Context: an optimization exercise on an open-source flow, tuned for small area, a short achievable clock period and few clock cycles. The choices shown serve that exercise and are no tape-out recipe.
RTL that was checked went through simulation tests only; none was proved equivalent to the original.
No functional check of the RTL was part of runs 2 and 3.

[design/flow/design.v]
`timescale 1ns/1ns
module full_adder #(parameter n = 8)
					(input [n-1:0] a, b,
					input c,
					output reg carry,
					output reg [n-1:0] sum);
  always@(*)
	{carry, sum} = a+b+c;
endmodule
`timescale 1ns/1ns
module register #(parameter n = 8)
						(input clk, rst, enable,
						input [n-1:0] reg_in,
						output reg [n-1:0] reg_out);
	always @(posedge clk) begin
		if (rst)
			reg_out <= 0;
		else if (enable)
			reg_out <= reg_in;	
	end
endmodule
`timescale 1ns/1ns
module shift_register #(parameter n = 8)
						(input clk, rst, enable, load,
						input  ser_in,
						input [n-1:0] par_in,
						output reg [n-1:0] par_out);
	always @(posedge clk) begin
		if (rst)
			par_out <= 0;
		else if (load)
			par_out <= par_in;	
		else if (enable) begin
			par_out <= {ser_in, par_out[n-1:1]};
		end	
	end
endmodule
`timescale 1ns/1ns
module mux2to1 #(parameter width = 8) 
				(input [width-1:0] a,b,
				 input sel,
				 output reg [width-1:0] out);
	always @(*) begin
		case (sel)
			0: out = a;
			1: out = b;
			default: out = {width{1'b0}};
		endcase	
	end
endmodule
`timescale 1ns/1ns
module datapath #(parameter n = 8)
				(input rst, clk,
				input reg_b_enable, reg_a_enable, reg_p_enable, reg_a_load, sel_mux_reg_b_zero,
				input sel_p_reg,
				input [n-1:0] a, b,
				output a_lsb,
				output [2*n-1:0] mul_out);
	wire [n-1:0] b_to_mux, mux_to_adder, adder_sum, mux_to_p_out, reg_p_out;
	wire adder_cout;
	register #(n) reg_partial_out (.clk(clk), .enable(reg_p_enable), .rst (rst), .reg_in(mux_to_p_out), .reg_out(reg_p_out));
	shift_register #(n) reg_a (.clk(clk), .rst (rst), .enable(reg_a_enable), .load (reg_a_load), .ser_in (adder_sum[0]), .par_in (a), .par_out(mul_out[n-1:0]));
	register #(n) reg_b (.clk(clk), .rst (rst), .enable(reg_b_enable), .reg_in(b), .reg_out(b_to_mux));			
	full_adder #(n) fa (.a(reg_p_out), .b(mux_to_adder), .c(1'b0), .carry(adder_cout), .sum(adder_sum));
	mux2to1 #(n) mux_to_reg_p (.a({n{1'b0}}), .b({adder_cout,adder_sum[n-1:1]}), .sel(sel_p_reg), .out(mux_to_p_out));  
	mux2to1 #(n) mux_reg_b_zero (.a({n{1'b0}}), .b(b_to_mux), .sel(sel_mux_reg_b_zero), .out(mux_to_adder));  
	assign a_lsb = (mul_out[0] == 1);  
	assign mul_out[2*n-1:n] = reg_p_out;
endmodule				
`timescale 1ns/1ns
module controller #(parameter m = 3)  
					(input start, clk, rst, a_lsb,
					output reg reg_b_enable, reg_a_enable, reg_p_enable, sel_p_reg, reg_a_load, sel_mux_reg_b_zero,
					output reg valid);
	parameter [1:0] reset = 0, load = 1, addshift = 2, done = 3;
	reg [1:0] current_state, next_state;
	reg count_en;
	reg [m-1:0] count;
	always @(current_state, start, count) begin :combinational
		case (current_state) 
			reset: begin
				if (start == 1) next_state = load;
				else next_state = reset;
			end	
			load: begin
				if (start == 0) next_state = addshift;
				else next_state = load;
			end				
			addshift: begin
				if ( count == {m{1'b1}}) next_state = done;
				else next_state = addshift;
			end	
			done: begin
				next_state = reset;
			end	
			default: next_state = reset;
		endcase
	end
	always @(current_state, a_lsb) begin :combinational_controlling_signals
		count_en = 0;
		reg_b_enable = 0;
		reg_a_enable = 0;
		reg_p_enable = 0;
		sel_p_reg = 0;
		reg_a_load = 0;
		sel_mux_reg_b_zero = 0;
		valid = 0;
		case (current_state) 
			reset: begin
				count_en = 0;
				reg_b_enable = 0;
				reg_a_enable = 0;
				reg_p_enable = 1;
				sel_p_reg = 0;
				reg_a_load = 0;
				sel_mux_reg_b_zero = 0;
				valid = 0;
			end	
			load: begin
				reg_a_load = 1;
				reg_b_enable =1;
			end				
			addshift: begin
				if (a_lsb == 0) begin
					reg_a_enable = 1;
					sel_mux_reg_b_zero = 0;  
					reg_p_enable = 1;
				end	
				else begin
					reg_a_enable = 1;
					sel_mux_reg_b_zero = 1;  
					reg_p_enable = 1;
				end	
				count_en = 1;
				sel_p_reg = 1;
			end	
			done: begin
				valid = 1;
			end	
			default: begin
				count_en = 0;
				reg_b_enable = 0;
				reg_a_enable = 0;
				reg_p_enable = 0;
				sel_p_reg = 0;
				reg_a_load = 0;
				sel_mux_reg_b_zero = 0;
				valid = 0;
			end
		endcase
	end
	always @(posedge clk) begin :sequential
		if (rst)
			current_state <= reset;
		else
			current_state <= next_state;
	end	
	always @(posedge clk) begin :counter_seq
		if (rst) begin
			count <= 0;
		end	
		else if (count_en == 1)
			count <= count + 1;
	end
endmodule
`timescale 1ns/1ns
module seq_mult #(parameter n = 32)
				(input start, rst, clk,
				input [n-1:0] a, b,
				output valid,
				output [2*n-1:0] result);
	wire reg_b_enable, reg_a_enable, reg_p_enable, reg_a_load, sel_mux_reg_b_zero, sel_p_reg;
	datapath #(n) dpth (.rst (rst), .clk (clk),
					.reg_b_enable (reg_b_enable), .reg_a_enable (reg_a_enable), .reg_p_enable(reg_p_enable), .reg_a_load(reg_a_load),
					.sel_mux_reg_b_zero(sel_mux_reg_b_zero), .sel_p_reg(sel_p_reg),
					.a (a), .b (b),
					.a_lsb (a_lsb),
					.mul_out(result));
	controller #($clog2(n)) ctl (.start (start), .clk (clk), .rst (rst), .a_lsb (a_lsb),
				    .reg_b_enable (reg_b_enable), .reg_a_enable (reg_a_enable), .reg_p_enable(reg_p_enable), .sel_p_reg (sel_p_reg),
					.reg_a_load (reg_a_load), .sel_mux_reg_b_zero (sel_mux_reg_b_zero),
					.valid (valid));				
endmodule	
[design/flow/run.sh]
#!/bin/bash
# synth_recipe.tcl (not shown) runs the flow's synth.tcl, then flattens the netlist and writes it again
# the make line also repeats each setting of config.mk as NAME=value (left out here)
make -C /OpenROAD-flow-scripts/flow DESIGN_CONFIG=/design/flow/config.mk WORK_HOME=/design/flow/orfs CLKGATE_MAP_FILE= SYNTH_SCRIPT=/design/flow/synth_recipe.tcl finish
[design/flow/constraint.sdc]
create_clock -name core_clock -period 5.0 [get_ports {clk}]
set_input_delay 1.0000 -clock core_clock [delete_from_list [all_inputs] [get_ports {clk}]]
set_output_delay 1.0000 -clock core_clock [all_outputs]
set_load 0.01 [all_outputs]
[design/flow/config.mk]
export PLATFORM = sky130hd
export DESIGN_NAME = seq_mult
export DESIGN_NICKNAME = seq_mult
export VERILOG_FILES = /design/flow/design.v
export SDC_FILE = /design/flow/constraint.sdc
export NUM_CORES = 4
export LEC_CHECK = 0
export CAP_MARGIN = 20
export CORE_MARGIN = 2
export CORE_UTILIZATION = 40
export SLEW_MARGIN = 20
==> reports/metrics.csv, run 1 <==
metric,value,unit
run status,no timing/DRC/antenna violations,
total area of sequential cells,0.002062,sq mm
setup bufs post-CTS,0,
CTS tree,yes,
Fill cells,1343,
post-cts hold buffer count,0,
R2R setup slack,1.07,ns
fmax,254.5,MHz
Most used DFF post-synth,dfxtp_1,
Hold Path Class,flop to flop,
Setup Crit Path Kind,flop to flop,
number of I/O pins,132,
crit path launch,ctl.current_state[0],
total clock buffers created by CTS,9,
Remaining DRCs,0,
worst path arrival time,4.18,ns
routability cong.,0.8813,
"Slew Viols, Final",0,
Cells after Synth,703,
Post-Route Skew,0.007062,ns
synth-to-layout area growth,28.35,%
routed len/inst,16.17,um
Clock Tree Buf Depth,2,
Final period util,78.59,%
CP Max Fanout,26,
layout cell share with drive strength beyond 1,4.869,%
number of buffers and inverters on the critical path,2,
number of violations of the max-capacitance limit,0,
number of enable-type register cells in the synthesized netlist,0,
Multi-input gate area,0.003704,sq mm
initial core utilization,41.05,%
number of gates resized after CTS,0,
Cell Rows,44,
transition time of the tightest slew-check pin,1.086,ns
full die area,0.01597,sq mm
CTS Sinks,103,
Yosys cell types,57,
capturing element of the worst setup path,dpth.reg_partial_out.reg_out[25],
number of stages on the worst setup path,14,
pin count of the biggest net entering global routing,85,
fraction of registers with async set or reset after synthesis,0,%
wire length of the first global-routing pass,26.28,mm
iteration-0 DRC count of the detailed router,272,
"Seq/Total Area, Yosys",34.43,%
startpoint class of the critical path,flop,
routed wire length,15.93,mm
unrepaired setup endpoints after global routing,false,
synthesized net count,810,
min Tclk post-route,3.929,ns
average instance area after synthesis,8.518,sq um
"FF+latch count, synth",103,
vias post-DR,5351,
"CP delay by family, top",compound AO/OA/AOI/OAI gates,
worst endpoint required time,5.25,ns
count of cells along the worst register-to-register path,14,
number of iterations in the first detailed-routing pass,4,
total count of hold-check failures in the final report,0,
final layout net count,903,
series of cell instances along the critical path,"inv_1, ha_1, and3_1, ha_1, inv_1, fa_1, nand2b_1, a21oi_1, o2111ai_2, o21ai_2, o211ai_2, a21oi_1, o21ai_0, a32o_1",
reg2reg start,ctl.current_state[0],
total standard cell area after synthesis,0.005988,sq mm
slowest cell on the critical path,ha_1,
setup_tns,0,ns
total routing resource utilization after global routing,19.97,%
Yosys Warn Count,6,
cell at the root of the clock tree,clkbuf_16,
DRT antenna net count,0,
"Remaining Overflow, GRT",0,
clock network latency to the later pin of the worst-skew pair,0.36,ns
Post-DP HPWL,11.43,mm
Critical Path Sink Type,flop,
Die H,126.4,um
quantity of I/O buffers inserted on ports,131,
die boundary width,126.4,um
# setup viols final,0,
clock edge transition at the registers on the reported setup and hold paths,0.07,ns
antenna violations before repair,0,
"slowest stage delay, CP",0.69,ns
maximum level of the CTS H-tree,3,
diode insertion count for antenna repair,0,
post-DR vias/cell,5.432,
vias in the first global route,5356,
worst-case headroom to the max-slew limit,27.51,%
terminus of the critical flop-to-flop path,dpth.reg_partial_out.reg_out[25],
Std-Cell Core Area,0.01459,sq mm
-- synthesized netlist by cell type (5+ instances only) --
cell,count,area share [%]
dfxtp_1,103,34
nor2_1,93,5.8
mux2i_1,68,11
nand2_1,44,2.8
clkbuf_1,39,2.4
ha_1,39,8.1
a21oi_1,37,3.1
and3_1,37,3.9
a211oi_1,36,4.5
o21ai_0,34,2.8
a21o_1,17,2.1
xor2_1,14,2.0
xnor2_1,13,1.9
nand2b_1,12,1.3
nand3_1,12,1.0
inv_1,10,0.63
a22oi_1,7,0.88
buf_1,7,0.44
nand4_1,7,0.73
buf_2,5,0.42
nor2b_1,5,0.52
o21ai_1,5,0.42
-- layout make-up --
class	instances	area share, %
clock buffers	10	3.109
inverters	10	0.4884
repair buffers	135	17.43
well taps	184	2.995
flip-flops and latches	103	26.83
multi-input cells	537	48.18
clock inverters	6	0.9604
-- cells by family after synthesis --
kind of cell	synth area share (%)
compound gates	19.62
fa+ha+maj	8.483
buf+inv	4.179
mux	11.37
xor+xnor	3.949
flops	34.43
simple gates	17.97
-- worst register-to-register path: cells and delay by family, from the launching register on --
kind	cells	cell delay (ns)
compound gates	7	1.49
fa+ha+maj	3	1.25
simple gates	2	0.46
flops	1	0.37
buf+inv	2	0.24
-- worst min path at each step --
stage	depth (start not counted)	end	slack [ns]	from
global route	2	dpth.reg_partial_out.reg_out[14]	0.50	dpth.reg_partial_out.reg_out[14]
finish	2	dpth.reg_partial_out.reg_out[14]	0.48	dpth.reg_partial_out.reg_out[14]
global placement	2	dpth.reg_b.reg_out[20]	0.47	dpth.reg_b.reg_out[20]
CTS	2	dpth.reg_partial_out.reg_out[21]	0.49	dpth.reg_partial_out.reg_out[21]
floorplan	2	dpth.reg_b.reg_out[10]	0.45	dpth.reg_b.reg_out[10]
detailed placement	2	dpth.reg_b.reg_out[10]	0.48	dpth.reg_b.reg_out[10]
-- layout by cell type, fill, tap and decap left out, drive strengths merged, types with 2 or more instances in the layout --
cell type,count
clkdlybuf4s50,130
dfxtp,103
nor2,93
mux2i,68
nand2,44
o21ai,40
ha,39
and3,38
a21oi,38
a211oi,37
a21o,17
xor2,14
xnor2,13
inv,13
nand3,12
nand2b,12
clkbuf,10
nand4,7
a22oi,7
nor2b,6
buf,5
a31oi,4
o21bai,4
o31ai,4
nor3,4
o211ai,4
nand3b,3
or3,3
and2,2
o21a,2
or2,2
a211o,2
a41oi,2
a22o,2
clkinvlp,2
a311oi,2
-- layer usage --
layer / GRT usage, % / vias to the layer above / wire, um
met5: 0 / - / 0
met4: 6.076 / 0 / 205
met3: 4.639 / 14 / 806
met2: 33.75 / 122 / 7731
met1: 25.37 / 2515 / 7189
li1: - / 2700 / -
-- registers in the layout (all words and copies together) (netlist names), named ones only --
signal                        count
ctl.count                         5
ctl.current_state                 1
dpth.reg_a.par_out               32
dpth.reg_b.reg_out               32
dpth.reg_partial_out.reg_out     32
-- stage by stage --
step                      utilization, %  setup WS [ns]  hold WS, ns  std cells  cell area [sq um]
after CTS                          52.59          1.141       0.4905        985               7672
final                              52.68          1.071       0.4848        985               7686
after global placement             50.45          1.318       0.4691        969               7360
after floorplan                        -          1.891       0.4516        703               5988
after detailed placement           50.45          1.184       0.4795        969               7360
after global routing               52.68         0.7131       0.4975        985               7686
Testbench counts, summed over its fixed seeds: cycles 56,000.
==> run 2: changes to the inputs <==
--- a/design/flow/design.v
+++ b/design/flow/design.v
@@ -171,13 +171,69 @@
 				output [2*n-1:0] result);
-	wire reg_b_enable, reg_a_enable, reg_p_enable, reg_a_load, sel_mux_reg_b_zero, sel_p_reg;
-	datapath #(n) dpth (.rst (rst), .clk (clk),
-					.reg_b_enable (reg_b_enable), .reg_a_enable (reg_a_enable), .reg_p_enable(reg_p_enable), .reg_a_load(reg_a_load),
-					.sel_mux_reg_b_zero(sel_mux_reg_b_zero), .sel_p_reg(sel_p_reg),
-					.a (a), .b (b),
-					.a_lsb (a_lsb),
-					.mul_out(result));
-	controller #($clog2(n)) ctl (.start (start), .clk (clk), .rst (rst), .a_lsb (a_lsb),
-				    .reg_b_enable (reg_b_enable), .reg_a_enable (reg_a_enable), .reg_p_enable(reg_p_enable), .sel_p_reg (sel_p_reg),
-					.reg_a_load (reg_a_load), .sel_mux_reg_b_zero (sel_mux_reg_b_zero),
-					.valid (valid));				
-endmodule	
+	localparam D  = 2;           
+	localparam SB = 2*D;         
+	localparam NS = 32/SB;       
+	localparam W  = 32 + SB;     
+	localparam CW = $clog2(NS);
+	reg [31:0] breg;
+	reg [31:0] h;                
+	reg [32:0] l;                
+	reg        pb;               
+	reg [CW-1:0] cnt;
+	reg        run, vld;
+	wire [W-1:0] rows [0:D-1];
+	wire [D-1:0] negs;
+	genvar j;
+	generate
+		for (j = 0; j < D; j = j + 1) begin : g_row
+			wire p  = (j == 0) ? pb : l[2*j-1];
+			wire x0 = l[2*j];
+			wire x1 = l[2*j+1];
+			wire one = x0 ^ p;
+			wire two = (x1 & ~x0 & ~p) | (~x1 & x0 & p);
+			wire [32:0] m = ({33{one}} & {1'b0, breg}) | ({33{two}} & {breg, 1'b0});
+			wire [W-1:0] me = {{(W-33){1'b0}}, m};
+			assign rows[j] = (me << (2*j)) ^ {W{x1}};
+			assign negs[j] = x1;
+		end
+	endgenerate
+	reg [W-1:0] v;
+	integer k;
+	always @(*) begin
+		v = {{(W-32){h[31]}}, h};
+		for (k = 0; k < D; k = k + 1)
+			v = v + rows[k] + {{(W-1){1'b0}}, negs[k]};
+	end
+	always @(posedge clk) begin
+		if (start) begin
+			breg <= b;
+			h    <= {1'b0, (b & {32{a[0]}}) >> 1};
+			l    <= {b[0] & a[0], 1'b0, a[31:1]};
+			pb   <= 1'b0;
+		end else begin
+			h    <= v[W-1:SB];
+			l    <= {v[SB-1:0], l[32:SB]};
+			pb   <= l[SB-1];
+		end
+	end
+	always @(posedge clk) begin
+		if (rst) begin
+			run <= 1'b0;
+			vld <= 1'b0;
+			cnt <= {CW{1'b0}};
+		end else begin
+			vld <= 1'b0;
+			if (start) begin
+				run <= 1'b1;
+				cnt <= {CW{1'b0}};
+			end else if (run) begin
+				cnt <= cnt + 1'b1;
+				if (cnt == NS-1) begin
+					run <= 1'b0;
+					vld <= 1'b1;
+				end
+			end
+		end
+	end
+	assign valid  = vld;
+	assign result = {h[30:0], l};
+endmodule
==> run 2 against run 1 <==
Effect of this change:
- still clean on timing, DRC and antenna
- non-clock buffer count up 19
- die area up 52%
- final area up 39%
- first-iteration DRC count up 150%
- area after synthesis up 54%
- routed wire length up 73%
- sequential cell count unchanged
- via count up 57%
- setup slack worse by 0.69 ns
- highest routed layer unchanged
==> reports/metrics.csv, run 2 <==
metric,value,unit,change
synthesized net count,1284,,+59%
"commonest cells after routing, fill and taps aside","clkdlybuf4s50_1 (130), a21oi_1 (125), nand2_1 (113), nor2_1 (81), ha_1 (70)",,
Cell Rows,55,,+25%
Std-Cell Core Area,0.02264,sq mm,+55%
CP Max Fanout,32,,+23%
crit path launch,l[0],,
vias post-DR,8375,,+57%
startpoint class of the critical path,flop,,
worst endpoint required time,5.26,ns,about the same
antenna violations before repair,0,,unchanged
Post-DP HPWL,20.81,mm,+82%
cell at the root of the clock tree,clkbuf_16,,
quantity of I/O buffers inserted on ports,131,,unchanged
total area of sequential cells,0.002390,sq mm,+16%
transition time of the tightest slew-check pin,0.9568,ns,-0.1294 ns
pin count of the biggest net entering global routing,94,,+11%
clock network latency to the later pin of the worst-skew pair,0.37,ns,about the same
post-DR vias/cell,5.877,,+8.2%
# setup viols final,0,,unchanged
"Seq/Total Area, Yosys",25.90,%,-8.5 points
Largest regs,"l x33, breg x32, h x32",,
total routing resource utilization after global routing,22.91,%,+2.9 points
Post-Route Skew,0.01201,ns,+0.004951 ns
CTS tree,yes,,
"commonest non-fill, non-tap cell in the layout",clkdlybuf4s50_1,,
routed len/inst,19.32,um,+19%
average instance area after synthesis,8.272,sq um,-2.9%
number of enable-type register cells in the synthesized netlist,32,,+32
DRT antenna net count,0,,unchanged
die boundary width,155.6,um,+23%
initial core utilization,40.63,%,-0.42 points
number of I/O pins,132,,unchanged
worst-case headroom to the max-slew limit,36.22,%,+8.7 points
Clock Tree Buf Depth,2,,unchanged
post-synth top area cell,dfxtp_1,,
worst path arrival time,4.88,ns,+0.70 ns
routed wire length,27.54,mm,+73%
fraction of registers with async set or reset after synthesis,0,%,unchanged
routability cong.,0.9801,,+11%
layout cell share with drive strength beyond 1,7.719,%,+2.9 points
final layout net count,1307,,+45%
wire length of the first global-routing pass,44.02,mm,+68%
Largest register FFs,33,,
vias in the first global route,8068,,+51%
post-cts hold buffer count,0,,unchanged
clock edge transition at the registers on the reported setup and hold paths,0.09,ns,+0.02 ns
"Remaining Overflow, GRT",0,,unchanged
"Slew Viols, Final",0,,unchanged
CTS Sinks,103,,unchanged
full die area,0.02423,sq mm,+52%
fraction of post-synthesis cell area in the top cell type by area,15.45,%,-19 points
Hold Path Class,flop to flop,,
Yosys cell types,69,,+21%
Setup Crit Path Kind,flop to flop,,
reg2reg start,l[0],,
Fill cells,2199,,+64%
"FF+latch count, synth",103,,unchanged
unrepaired setup endpoints after global routing,false,,
Multi-input gate area,0.006070,sq mm,+64%
diode insertion count for antenna repair,0,,unchanged
register name with the most flops,l,,
total standard cell area after synthesis,0.009199,sq mm,+54%
total clock buffers created by CTS,9,,unchanged
min Tclk post-route,4.624,ns,+0.6948 ns
Die H,155.6,um,+23%
number of violations of the max-capacitance limit,0,,unchanged
fmax,216.3,MHz,-15%
Most used DFF post-synth,dfxtp_1,,
synth-to-layout area growth,16.35,%,
run status,no timing/DRC/antenna violations,,
Cells after Synth,1112,,+58%
maximum level of the CTS H-tree,3,,unchanged
top cells by area in the synthesized netlist,"dfxtp_1 (15%), edfxtp_1 (10%), ha_1 (9.5%), fa_1 (7.6%), a21oi_1 (6.8%)",,
Critical Path Sink Type,flop,,
Remaining DRCs,0,,unchanged
most common library cells after synthesis,"a21oi_1 (125), nand2_1 (114), clkbuf_1 (85)",,
iteration-0 DRC count of the detailed router,675,,+150%
Yosys Warn Count,1,,-5
"count leader, synth",a21oi_1,,
number of iterations in the first detailed-routing pass,5,,+1
Worst Hold Launch,l[20],,
setup_tns,0,ns,unchanged
Final period util,92.48,%,+14 points
total count of hold-check failures in the final report,0,,unchanged
==> run 2: cell count changes after synthesis, moves of 33 or more <==
cell / previous run / this run
a21oi_1: 37 / 125
nand2_1: 44 / 114
mux2i_1: 68 / 3
o22ai_1: 1 / 51
clkbuf_1: 39 / 85
a211oi_1: 36 / 0
and3_1: 37 / 1
a221oi_1: 0 / 35
fa_1: 1 / 35
buf_4: 2 / 35
==> run 2: critical path, cell delays in order, from the launching register on <==
cell	delay, ns
dfxtp_2	0.37
buf_4	0.36
nor2_2	0.10
buf_4	0.24
a221oi_1	0.47
fa_1	0.49
ha_1	0.31
ha_1	0.39
a21oi_1	0.14
a32oi_1	0.19
o31ai_1	0.10
buf_4	0.15
a221o_1	0.37
a2111oi_0	0.45
buf_4	0.19
o21ai_0	0.07
o311ai_0	0.11
==> run 2: path summary, 6_finish.rpt <==
path / to / slack [ns] / depth (start not counted)
worst max-delay path: h[27] / 0.38 / 16
worst min-delay path: l[16] / 0.48 / 1
worst max register to register: h[27] / 0.38 / 16
worst min register to register: l[16] / 0.48 / 1
==> run 2: area by class of cell <==
class,instances,area share [%]
multi-input combinational,844,56.71
sequential,103,22.33
timing repair buffer,154,13.96
tap,285,3.332
clock buffer,9,2.104
inverter,23,0.8066
clock inverter,7,0.7599
==> run 2: what timing repair did <==
action                     in CTS  in global routing
gates resized for setup         0                  2
buffers inserted                0                  0
setup endpoints to repair       0                  7
==> run 2: per-layer routing <==
| layer | wire length (um) | GRT usage [%] |
|---|---|---|
| met1 | 12150 | 32.03 |
| met2 | 12260 | 35.63 |
| met3 | 2412 | 4.417 |
| met4 | 710 | 7.471 |
| met5 | 0 | 0 |
==> run 2: kinds of logic after synthesis <==
kind of cell,synth area share [%]
compound gates,24.97
xor+xnor,2.571
simple gates,14.05
fa+ha+maj,20.18
mux,4.121
flops,25.90
buf+inv,8.202
==> run 2: per-stage QoR <==
stage | hold WS (ns) | setup slack [ns] | utilization (%) | instances | cell area [sq um]
finish | 0.4848 | 0.3759 | 47.27 | 1425 | 10700
global route | 0.5132 | 0.02617 | 47.27 | 1425 | 10700
CTS | 0.4901 | 0.2517 | 47.26 | 1425 | 10700
detailed placement | 0.4748 | 0.2628 | 45.90 | 1409 | 10390
global placement | 0.4650 | 0.2896 | 45.90 | 1409 | 10390
floorplan | 0.4892 | 0.4165 | - | 1112 | 9199
==> run 3: changes to the inputs <==
--- a/design/flow/design.v
+++ b/design/flow/design.v
@@ -171,3 +171,3 @@
 				output [2*n-1:0] result);
-	localparam D  = 2;           
+	localparam D  = 4;           
 	localparam SB = 2*D;         
==> run 3 against run 2 <==
Effect of this change:
- via count rose by 71%
- still clean on timing, DRC and antenna
- first-iteration DRC count rose by 90%
- sequential cell count fell by 1
- routed wire length rose by 72%
- core utilization rose by 4.0 points
==> reports/metrics.csv, run 3 <==
metric,value,unit,change
final layout net count,2271,,+74%
"Seq/Total Area, Yosys",16.62,%,-9.3 points
"Remaining Overflow, GRT",0,,unchanged
vias in the first global route,13330,,+65%
count of cells along the worst register-to-register path,20,,+4
# setup viols final,0,,unchanged
total count of hold-check failures in the final report,0,,unchanged
number of cells traversed by the worst hold path,1,,unchanged
"commonest cells after routing, fill and taps aside","nand2_1 (205), buf_4 (190), inv_1 (175), nor2_1 (173), a21oi_1 (170)",,
post-DR vias/cell,5.742,,-2.3%
transition time of the tightest slew-check pin,0.8545,ns,-0.1022 ns
Std-Cell Core Area,0.03531,sq mm,+56%
min Tclk post-route,4.910,ns,+0.2859 ns
synthesized net count,2145,,+67%
Remaining DRCs,0,,unchanged
number of iterations in the first detailed-routing pass,6,,+1
Cell Rows,69,,+25%
number of I/O pins,132,,unchanged
"FF+latch count, synth",102,,-0.97%
pin count of the biggest net entering global routing,68,,-28%
Final period util,98.20,%,+5.7 points
die boundary width,192.5,um,+24%
total clock buffers created by CTS,9,,unchanged
full die area,0.03705,sq mm,+53%
CTS tree,yes,,
diode insertion count for antenna repair,0,,unchanged
Post-Route Skew,0.01852,ns,+0.006505 ns
post-layout utilization of the core,51.26,%,+4.0 points
DRT antenna net count,0,,unchanged
routed len/inst,19.02,um,-1.6%
setup_tns,0,ns,unchanged
CP Max Fanout,11,,-66%
Multi-input gate area,0.01070,sq mm,+76%
top cells by area in the synthesized netlist,"fa_1 (15%), dfxtp_1 (9.9%), ha_1 (6.9%), edfxtp_1 (6.8%), a21oi_1 (6.5%)",,
vias post-DR,14280,,+71%
Most used DFF post-synth,dfxtp_1,,
"count leader, synth",nand2_1,,
Clock Tree Buf Depth,2,,unchanged
fraction of post-synthesis cell area in the top cell type by area,14.79,%,-0.66 points
"commonest non-fill, non-tap cell in the layout",nand2_1,,
clock network latency to the later pin of the worst-skew pair,0.40,ns,+0.03 ns
iteration-0 DRC count of the detailed router,1280,,+90%
Hold Path Class,flop to flop,,
wire length of the first global-routing pass,72.51,mm,+65%
total area of sequential cells,0.002385,sq mm,-0.21%
routability cong.,0.9306,,-5.1%
total routing resource utilization after global routing,24.78,%,+1.9 points
Die H,192.5,um,+24%
Yosys Warn Count,1,,unchanged
number of enable-type register cells in the synthesized netlist,32,,unchanged
run status,no timing/DRC/antenna violations,,
quantity of I/O buffers inserted on ports,131,,unchanged
Largest regs,"l x33, breg x32, h x32",,
cell area after layout,0.01810,sq mm,+69%
synth-to-layout area growth,27.37,%,
worst-case headroom to the max-slew limit,43.03,%,+6.8 points
cell at the root of the clock tree,clkbuf_16,,
worst hold-check slack,0.4890,ns,+0.004152 ns
number of violations of the max-capacitance limit,0,,unchanged
fmax,203.7,MHz,-5.8%
unrepaired setup endpoints after global routing,true,,
Yosys cell types,79,,+14%
Largest register FFs,33,,unchanged
Setup Crit Path Kind,flop to flop,,
Post-DP HPWL,34.47,mm,+66%
Fill cells,3375,,+53%
startpoint class of the critical path,flop,,
routed wire length,47.31,mm,+72%
worst endpoint required time,5.32,ns,+0.06 ns
total standard cell area after synthesis,0.01421,sq mm,+54%
antenna violations before repair,0,,unchanged
maximum level of the CTS H-tree,3,,unchanged
Critical Path Sink Type,flop,,
most common library cells after synthesis,"nand2_1 (207), a21oi_1 (185), inv_1 (179)",,
"Slew Viols, Final",0,,unchanged
CTS Sinks,102,,-0.97%
post-cts hold buffer count,0,,unchanged
post-synth top area cell,fa_1,,
layout cell share with drive strength beyond 1,19.45,%,+12 points
clock edge transition at the registers on the reported setup and hold paths,0.09,ns,about the same
post-place instance area,0.01668,sq mm,+61%
initial core utilization,40.24,%,-0.39 points
worst path arrival time,5.23,ns,+0.35 ns
register name with the most flops,l,,
fraction of registers with async set or reset after synthesis,0,%,unchanged
Cells after Synth,1895,,+70%
average instance area after synthesis,7.499,sq um,-9.4%
==> run 3: cell types whose count changed after synthesis, moves of 31 or more <==
| cell | previous run | this run |
|---|---|---|
| a21oi_1 | 125 | 185 |
| clkbuf_1 | 85 | 170 |
| fa_1 | 35 | 105 |
| inv_1 | 22 | 179 |
| maj3_1 | 28 | 59 |
| nand2_1 | 114 | 207 |
| nor2_1 | 82 | 177 |
| o21ai_0 | 56 | 110 |
| o22ai_1 | 51 | 111 |
==> run 3: stage by stage <==
| step | setup WS [ns] | std cells |
|---|---|---|
| 2_1_floorplan | -0.007998 | 1895 |
| 3_3_place_gp | -0.08774 | 2440 |
| 3_5_place_dp | -0.1552 | 2440 |
| 4_1_cts | 0.002459 | 2460 |
| 5_1_grt | -0.08252 | 2487 |
| 6_report | 0.09000 | 2487 |
==> run 3: routing by layer <==
layer  track usage, %  wire length, um  vias up
li1                 -                -     6747
met1            33.71            20790     6906
met2            41.35            22400      573
met3            3.601             3277       55
met4            5.960              835        0
met5                0                0        -
==> run 3: worst paths after layout <==
kind,endpoint,from,slack (ns)
max,h[30],l[1],0.09
min,l[11],l[19],0.49
min reg2reg,l[11],l[19],0.49
max reg2reg,h[30],l[1],0.09
==> run 3: kinds of logic after synthesis <==
group	count (synthesis)	share of synthesized area, %
buf+inv	423	12.41
compound gates	582	26.01
simple gates	471	13.93
fa+ha+maj	242	25.82
xor+xnor	42	2.589
mux	33	2.624
flops	102	16.62
==> run 3: what timing repair did <==
item	in CTS	in global routing
gates cloned	0	6
hold endpoints to repair	0	0
pin swaps	8	38
setup buffers	4	21
gates resized for setup	16	122
setup endpoints to repair	13	22
==> run 3: area by class of cell <==
type | instances | share of cell area (%)
Clock inverter | 7 | 0.5461
Sequential cell | 102 | 13.18
Inverter | 179 | 3.712
Tap cell | 461 | 3.187
Clock buffer | 9 | 1.244
Timing Repair Buffer | 359 | 19.01
Multi-Input combinational cell | 1370 | 59.12
==> run 3: worst max-delay path, cell delays in order, from the launching register on <==
cell and delay, ns:
dfxtp_4 0.37, buf_12 0.16, maj3_2 0.33, o22ai_2 0.19, a21oi_2 0.06, fa_1 0.57, inv_1 0.06, fa_1 0.49
inv_1 0.05, fa_1 0.52, ha_4 0.21, buf_4 0.15, o211ai_4 0.19, o21ai_4 0.11, o21ai_4 0.20, nand4b_4 0.14
a311oi_4 0.27, buf_4 0.19, o21ai_4 0.07, mux2_4 0.31, a211oi_2 0.18

==> separate check: timing with driven ports <==
Ports are ideal in the flow. The routed layouts listed here were re-timed in OpenROAD. Step 1 sets driving cells, clkbuf_16 on the clock port and buf_2 on the other inputs (assumed; they add their load-dependent delay and slew). Step 2 times the ports against the registers' clock, not the clock port: input delays grow and output delays shrink by t, the midpoint of the rising clock arrivals with the driver on. Slacks: no drivers / after step 1 / after step 2; pairs: no drivers / after step 1.
run | shift t [ns] | slack for setup (ns) | hold WS [ns] | pins driven straight from the clock port
run 1 | 0.402 | 1.071 / 1.071 / 1.071 | 0.485 / 0.485 / 0.485 | 1
run 2 | 0.410 | 0.376 / 0.376 / 0.376 | 0.485 / 0.485 / 0.485 | 1
run 3 | 0.448 | 0.090 / 0.090 / 0.090 | 0.489 / 0.489 / 0.489 | 1
After both steps every run listed still meets setup and hold.
